Context: an optimization exercise on an open-source flow, tuned for small area. The choices shown serve that exercise and are no tape-out recipe.
In this exercise RTL edits were held to simulation tests only and were not proved equivalent to the original.
No activity file was given, so power comes from the tool's default toggle rates.

Setup of run A:
==> flow/design.v (excerpt) <==
module pico9(clk, reset, port, iord, iowr, data_in, data_out,
	rom_addr, rom_data, mem_addr, mem_we, mem_rdata);
Size: ~720 cells after synthesis, roughly 87 I/O pins, ~0.0060 mm² of cells after synthesis.
export LEC_CHECK = 0
export CAP_MARGIN = 20
export CORE_MARGIN = 2
export CORE_UTILIZATION = 60
export CTS_BUF_LIST = sky130_fd_sc_hd__clkbuf_8
export SLEW_MARGIN = 20
create_clock -name core_clock -period 6.5 [get_ports {clk}]
standard.sh (not shown) runs the stock make flow with config.mk's settings and CLKGATE_MAP_FILE= SYNTH_SCRIPT=/design/flow/synth_recipe.tcl, a recipe that flattens the netlist after the stock synthesis.
==> flow/flow/run.sh <==
#!/bin/bash
# Own layout flow: the standard flow, with the port buffers made from the
# smallest buffer cell instead of the one buffer_ports picks by default.
set -euo pipefail
bash standard.sh synth > synth.log 2>&1
bash standard.sh "BUFFER_PORTS_ARGS=-buffer_cell sky130_fd_sc_hd__buf_1" finish > layout.log 2>&1
Run A | stages: all done | timing, DRC, antenna: all pass
Input changes introduced in run B (baseline for comparison: run A):
==> flow/flow/run.sh <==
#!/bin/bash
# Own layout flow: the standard flow with two changes.
# 1. Synthesis is the standard flow's synthesis script with ABC's area-oriented mapping
#    script (flow/abc_area.script) in place of ORFS's speed script; nothing
#    else in synthesis changes, so the registers are the standard ones.
# 2. The port buffers are the smallest buffer cell.
# Each tool's output goes to a log file in the work folder (and ORFS's logs).
set -euo pipefail
W=$PWD
F=$W/flow
sed "s|log_cmd abc {\*}\$abc_args|log_cmd abc -script $F/abc_area.script {*}[lrange \$abc_args 2 end]|" \
  "$FLOW_HOME/scripts/synth.tcl" > "$W/synth_area.tcl"
grep -q "abc_area.script" "$W/synth_area.tcl"
sed "s|source \$::env(SCRIPTS_DIR)/synth.tcl|source $W/synth_area.tcl|" "$W/synth_recipe.tcl" > "$W/my_synth.tcl"
grep -q "synth_area.tcl" "$W/my_synth.tcl"
sed "s|$W/synth_recipe.tcl|$W/my_synth.tcl|" "$W/standard.sh" > "$W/my_standard.sh"
grep -q "my_synth.tcl" "$W/my_standard.sh"
bash "$W/my_standard.sh" synth > "$W/synth.log" 2>&1
bash "$W/my_standard.sh" "BUFFER_PORTS_ARGS=-buffer_cell sky130_fd_sc_hd__buf_1" finish > "$W/layout.log" 2>&1
==> flow/flow/abc_area.script (new file) <==
strash
dch
map -a
topo
stime -c
--- outcome ---
Going from run A to run B, detailed-route wire length grows by about 0.7%.
The worst hold slack after final layout of run A and that of run B are within noise of each other.
Run B against run A: clock-pin slew on the worst setup and hold paths decreased 20 ps, starting density of the core now sits at about the same level, count of cells along the worst register-to-register path saw an increase.
Synthesized cell count (run B over run A): increase, 14
Comparing run B and run A, the higher power was measured on run A.
Input changes introduced in run C (baseline for comparison: run B):
Settings: an added CTS_CLUSTER_DIAMETER of 150; an added GPL_TIMING_DRIVEN of 0; an added CTS_CLUSTER_SIZE of 40.
| power consumed by combinational cells | higher: run C |. Diff run B -> run C: utilization rose 0.30 points; final area rose by 0.43%.

---

Another version of the RTL of pico9 (not shown whole).
Size: about 690 cells after synthesis.
export LEC_CHECK = 0
export CAP_MARGIN = 20
export CORE_MARGIN = 2
export CORE_UTILIZATION = 60
export CTS_BUF_LIST = sky130_fd_sc_hd__clkbuf_4
export SLEW_MARGIN = 20
create_clock -name core_clock -period 6.5 [get_ports {clk}]
run.sh (not shown) runs the stock make flow with config.mk's settings and CLKGATE_MAP_FILE= SYNTH_SCRIPT=/design/flow/synth_recipe.tcl, a recipe that flattens the netlist after the stock synthesis.
Stock flow here: none of the scripts above is used.
The starting point produced a clean layout.
Change:
- CORE_UTILIZATION: 60 -> 40
- CTS_BUF_LIST: sky130_fd_sc_hd__clkbuf_4 -> default
The new run finished with timing, DRC and antenna clean.
Power grows by 17%.
Combinational power grows by about 0.9%.
Worst hold slack loses 0.019 ns.
Final area grows by 3.5%.
Clock power grows by 68%.
First-iteration DRC count shrinks by 26%.
Worst setup slack gains 0.15 ns.
Clock-buffer cell count grows by 1.
Change:
- CORE_UTILIZATION: 40 -> 70
- CTS_BUF_LIST: default -> sky130_fd_sc_hd__clkbuf_4
- GPL_TIMING_DRIVEN: default -> 0
Result:
- flip-flop and latch count does not change
- synthesized area does not change
- total power came out lower by 17%
- sequential power stays flat
- non-clock buffer count came out higher by 6

---

## nickel
The RTL this note starts from:
==> flow/design.v <==
module pico9(clk, reset, port, iord, iowr, data_in, data_out,
	rom_addr, rom_data, mem_addr, mem_we, mem_rdata);
input clk, reset;
input [8:0] data_in;
output iord, iowr;
output [8:0] data_out;
output [IOMSB-1:0] port;
output [8:0] rom_addr;
input [31:0] rom_data;
output [10:0] mem_addr;
output mem_we;
input [8:0] mem_rdata;
localparam IOMSB = 3;
function [11:0] bk11;
	input [10:0] a, b;
	input c;
	integer n, d;
	reg [10:0] g, p, x;
	begin
		x = a ^ b;
		g = a & b;
		p = x;
		g[0] = g[0] | p[0] & c;
		for (d = 1; d < 11; d = d * 2)
			for (n = 2 * d - 1; n < 11; n = n + 2 * d) begin
				g[n] = g[n] | p[n] & g[n - d];
				p[n] = p[n] & p[n - d];
			end
		for (d = 4; d > 0; d = d / 2)
			for (n = 3 * d - 1; n < 11; n = n + 2 * d) begin
				g[n] = g[n] | p[n] & g[n - d];
				p[n] = p[n] & p[n - d];
			end
		bk11 = { g[10], x ^ { g[9:0], c } };
	end
endfunction
function [9:0] bk9;
	input [8:0] a, b;
	input c;
	integer n, d;
	reg [8:0] g, p, x;
	begin
		x = a ^ b;
		g = a & b;
		p = x;
		g[0] = g[0] | p[0] & c;
		for (d = 1; d < 9; d = d * 2)
			for (n = 2 * d - 1; n < 9; n = n + 2 * d) begin
				g[n] = g[n] | p[n] & g[n - d];
				p[n] = p[n] & p[n - d];
			end
		for (d = 4; d > 0; d = d / 2)
			for (n = 3 * d - 1; n < 9; n = n + 2 * d) begin
				g[n] = g[n] | p[n] & g[n - d];
				p[n] = p[n] & p[n - d];
			end
		bk9 = { g[8], x ^ { g[7:0], c } };
	end
endfunction
function [11:0] add11;
	input [10:0] a, b;
	input c;
	integer n;
	reg [11:0] r;
	begin
		r[0] = c;
		for (n = 0; n < 11; n = n + 1) r[n + 1] = a[n] & b[n] | (a[n] ^ b[n]) & r[n];
		add11 = { r[11], a ^ b ^ r[10:0] };
	end
endfunction
function [9:0] add9;
	input [8:0] a, b;
	input c;
	integer n;
	reg [9:0] r;
	begin
		r[0] = c;
		for (n = 0; n < 9; n = n + 1) r[n + 1] = a[n] & b[n] | (a[n] ^ b[n]) & r[n];
		add9 = { r[9], a ^ b ^ r[8:0] };
	end
endfunction
wire [31:0] i = rom_data;
wire [8:0] data;
reg [3:0] flags;
reg [1:0] ph;
reg [1:0] k;			 
wire m1 = ph == 2'd0;
wire m2 = ph == 2'd1;
wire m3 = ph == 2'd2;
wire m4 = ph == 2'd3;
wire alu = ~i[31];
wire pop = i[31] & ~i[30];	 
wire last = k == i[29:28];
wire first = k == 2'd0;
wire contd = alu & ~last;
always @(posedge clk) begin
	if (reset | m1 & |k) ph <= 2'd0;
	else ph <= { ph[1] ^ ph[0], ~ph[0] | ph[1] & contd };
	if (reset) k <= 2'd1;
	else if (m1 | m4 & ~contd) k <= 2'd0;
	else if (m4) k <= k + 2'd1;
end
reg [8:0] pc;
wire [8:0] pc_next = add9(pc, 9'd0, 1'b1);
wire cond_ok = ~i[27] | flags[i[26:25]] ^ i[24];
always @(posedge clk)
	if (reset) pc <= 0;
	else if (m3)
		if (i[31] ? ~i[30] | ~i[29] & ~cond_ok : last)
			pc <= pc_next;
		else if (i[31])
			pc <= i[29:28] == 2'b10 ? data : i[8:0];
assign rom_addr = pc;
reg [10:0] srcptr, dstptr;
reg [10:0] adr;			 
wire shr = alu & &i[26:25];
wire upd = m3 | m4 & last;
wire seld = m1 ? i[31] & i[30] : m2 ? alu : m4 & last;
wire [1:0] mode = seld ? i[22:21] : i[10:9];
wire [8:0] off = upd ? 9'd0 : seld ? i[20:12] : i[8:0];
wire pen = upd | |mode;
wire [10:0] base = pen ? (seld ? dstptr : srcptr) : 11'd0;
wire neg = upd ? mode[0] : shr;
wire [2:0] j = k + (m3 | m4 | m2 & i[31]);
wire [3:0] dj = neg ? 4'd0 - { 1'b0, j } : { 1'b0, j };
wire [10:0] offx = { {2{ pen & off[8] }}, off };
wire [10:0] dx = { {7{ dj[3] }}, dj };
wire [10:0] cs_s = base ^ offx ^ dx;
wire [10:0] cs_c = base & offx | (base ^ offx) & dx;
wire [11:0] adr_y = bk11(cs_s, { cs_c[9:0], 1'b0 }, 1'b0);
always @(posedge clk)
	if (~m3) adr <= adr_y[10:0];
wire isio = ~|adr[10:IOMSB+1];
reg io_q;
reg [IOMSB-1:0] port_q;
always @(posedge clk) begin
	io_q <= isio & ~adr[IOMSB];
	port_q <= adr[IOMSB-1:0];
end
assign data = io_q ? data_in : mem_rdata;
assign mem_addr = adr;
wire ptr_st = pop & i[28] & (ph[1] ^ ph[0]);
wire ptr_ld = pop & ~i[28] & m4;
wire [10:0] ptr_d = i[29] ? i[10:0] : { data[2:0], src[7:0] };
wire src_step = m3 & alu & last & i[10];
wire dst_step = m4 & alu & last & i[22];
always @(posedge clk)
	if (reset) srcptr <= 0;
	else if (src_step | ptr_ld & ~i[24])
		srcptr <= ptr_ld ? ptr_d :
			adr_y[10:0];
always @(posedge clk)
	if (reset) dstptr <= 0;
	else if (dst_step | ptr_ld & i[24])
		dstptr <= ptr_ld ? ptr_d :
			adr_y[10:0];
wire wr = m4 & alu & i[27] | m2 & &i[31:28] | ptr_st;
assign mem_we = wr;
assign port = m3 & ~(pop & i[28]) ? port_q : adr[IOMSB-1:0];
assign iord = m2 & alu & isio & ~adr[IOMSB] & ~i[11];
assign iowr = wr & isio & adr[IOMSB];
reg [8:0] src;
wire inv = alu & i[24] & ~(i[26] & i[25]);
always @(posedge clk)
	src <= (alu & i[11] ? first ? i[8:0] : 9'b0 : data) ^ {9{ inv }};
wire cy = ~first & flags[2];
wire [8:0] logic_y = i[25] ?
	i[24] ? ~src | data : src ^ data :
	i[24] ? ~src & data : src;
wire [9:0] add_y = bk9(data, src, cy ^ i[24]);
wire [8:0] shr_y = { |i[29:28] ? { 1'b0, cy } : { cy, src[8] }, src[7:1] };
wire [8:0] alu_y = i[26] ? i[25] ? shr_y : add_y[8:0] : logic_y;
wire [10:0] ptr_v = i[24] ? dstptr : srcptr;
wire [8:0] ptr_y = m3 ? { 6'd0, ptr_v[10:8] } : { 1'b0, ptr_v[7:0] };
assign data_out = i[31] ? i[30] ? pc_next : ptr_y : { last & alu_y[8], alu_y[7:0] };
always @(posedge clk)
	if (reset) flags <= 0;
	else if (alu & m4)
		flags <= {
			shr ? src[0] : add_y[9],
			shr ? src[0] : add_y[8],
			(first | flags[1]) & ~|alu_y[8:0],
			(first | flags[0]) & ~|alu_y[7:0]
		};
endmodule
export LEC_CHECK = 0
export CAP_MARGIN = 20
export CORE_MARGIN = 2
export CORE_UTILIZATION = 50
export CTS_BUF_LIST = sky130_fd_sc_hd__clkbuf_8
export GPL_TIMING_DRIVEN = 0
export SLEW_MARGIN = 20
create_clock -name core_clock -period 6.5 [get_ports {clk}]
standard.sh (not shown) runs the stock make flow with config.mk's settings and CLKGATE_MAP_FILE= SYNTH_SCRIPT=/design/flow/synth_recipe.tcl, a recipe that flattens the netlist after the stock synthesis.
==> flow/flow/run.sh <==
#!/bin/bash
# Own layout flow: the standard flow with three changes.
# 1. Synthesis is the standard flow's synthesis script with ABC's area-oriented mapping
#    script (flow/abc_area.script) in place of ORFS's speed script, and
# 2. without ORFS's extraction of full and half adder cells, so that ABC maps
#    all the logic. Neither touches the registers, which stay the standard
#    synthesis's, with the same names and cells.
# 3. The port buffers are the smallest buffer cell.
# 4. Clock tree synthesis inserts no dummy loads.
# Each tool's output goes to a log file in the work folder (and ORFS's logs).
set -euo pipefail
W=$PWD
F=$W/flow
sed -e "s|log_cmd abc {\*}\$abc_args|log_cmd abc -script $F/abc_area.script {*}[lrange \$abc_args 2 end]|" \
    -e 's|^\( *\)extract_fa {\*}\[dont_use_extract_fa_args\]$|\1# extract_fa left out|' \
  "$FLOW_HOME/scripts/synth.tcl" > "$W/synth_area.tcl"
grep -q "abc_area.script" "$W/synth_area.tcl"
grep -q "extract_fa left out" "$W/synth_area.tcl"
sed "s|source \$::env(SCRIPTS_DIR)/synth.tcl|source $W/synth_area.tcl|" "$W/synth_recipe.tcl" > "$W/my_synth.tcl"
grep -q "synth_area.tcl" "$W/my_synth.tcl"
sed "s|$W/synth_recipe.tcl|$W/my_synth.tcl|" "$W/standard.sh" > "$W/my_standard.sh"
grep -q "my_synth.tcl" "$W/my_standard.sh"
bash "$W/my_standard.sh" synth > "$W/synth.log" 2>&1
bash "$W/my_standard.sh" "BUFFER_PORTS_ARGS=-buffer_cell sky130_fd_sc_hd__buf_1" \
  "CTS_ARGS=-sink_clustering_enable -repair_clock_nets -buf_list sky130_fd_sc_hd__clkbuf_8 -dont_use_dummy_load" \
  finish > "$W/layout.log" 2>&1
==> flow/flow/abc_area.script <==
&get -n
&st
&deepsyn -T 20
&dch
&nf -R 1000 -p
&put
topo
stime -c
Changes in yarrow relative to nickel:
# nickel
export LEC_CHECK = 0
export CAP_MARGIN = 20
export CORE_MARGIN = 2
export CORE_UTILIZATION = 50
export CTS_BUF_LIST = sky130_fd_sc_hd__clkbuf_8
export GPL_TIMING_DRIVEN = 0
export SLEW_MARGIN = 20
create_clock -name core_clock -period 6.5 [get_ports {clk}]
# yarrow
export LEC_CHECK = 0
export CAP_MARGIN = 20
export CORE_MARGIN = 2
export CORE_UTILIZATION = 60
export CTS_BUF_LIST = sky130_fd_sc_hd__clkbuf_8
export GPL_TIMING_DRIVEN = 0
export SLEW_MARGIN = 20
create_clock -name core_clock -period 6.5 [get_ports {clk}]
Findings:
The flow did not stop early for yarrow: all stages ran, and the layout cleared the timing, design-rule and antenna checks.
Min final-layout worst hold slack across yarrow and nickel: nickel
In yarrow the number of fill cells in the layout turned out 208 lower than in nickel.
Relative to nickel, routed length on met2 has gone down in yarrow.
The multi-input combinational area share of nickel and that of yarrow are within noise of each other.
The higher final instance count without filler cells of yarrow and nickel is in nickel.
Per the comparison of yarrow with nickel, overall power after layout went down by about 1.8%; final critical path time including I/O delays and setup went down by 0.015 ns.

[what the ideal ports hide]
How much do the figures lean on ideal ports? The routed layouts below were timed once more, with nothing changed but the port constraints.
Step 1, drivers: a clkbuf_16 drives clk and a buf_2 each remaining input, both assumed.
Step 2 adds t to the input delays and takes it off the output delays; t is the mean of the earliest and latest rising clock arrival at the registers after step 1. Input paths then give back, and output paths get back, about the clock's delay inside the block.
Three values: ideal, step 1, step 2; two values: the first two.
run	t, ns	setup WS [ns]	clock arrival spread, ns	worst register clock-pin slew, ns	worst slew at a driven data input, ns
run A	0.386	0.401 / 0.379 / 0.322	0.011 / 0.012	0.09 / 0.09	0.04
run B	0.377	0.349 / 0.329 / 0.138	0.007 / 0.008	0.08 / 0.08	0.04
run C	0.378	0.240 / 0.218 / 0.143	0.014 / 0.013	0.08 / 0.08	0.03
the first run of note 2	0.466	0.095 / 0.073 / 0.073	0.018 / 0.018	0.12 / 0.12	0.04
the second run of note 2	0.381	0.246 / 0.226 / 0.087	0.009 / 0.009	0.06 / 0.06	0.04
the third run of note 2	0.472	0.149 / 0.128 / -0.036	0.023 / 0.023	0.13 / 0.13	0.04
nickel	0.370	0.218 / 0.214 / -0.156	0.026 / 0.026	0.07 / 0.07	0.04
yarrow	0.380	0.234 / 0.236 / -0.144	0.030 / 0.030	0.08 / 0.08	0.05
With both steps, setup timing fails in the third run of note 2, nickel and yarrow, where it was met with ideal ports. The setup slack of yarrow, which loses most, moves by +0.002 ns with the drivers and by -0.378 ns with both steps.
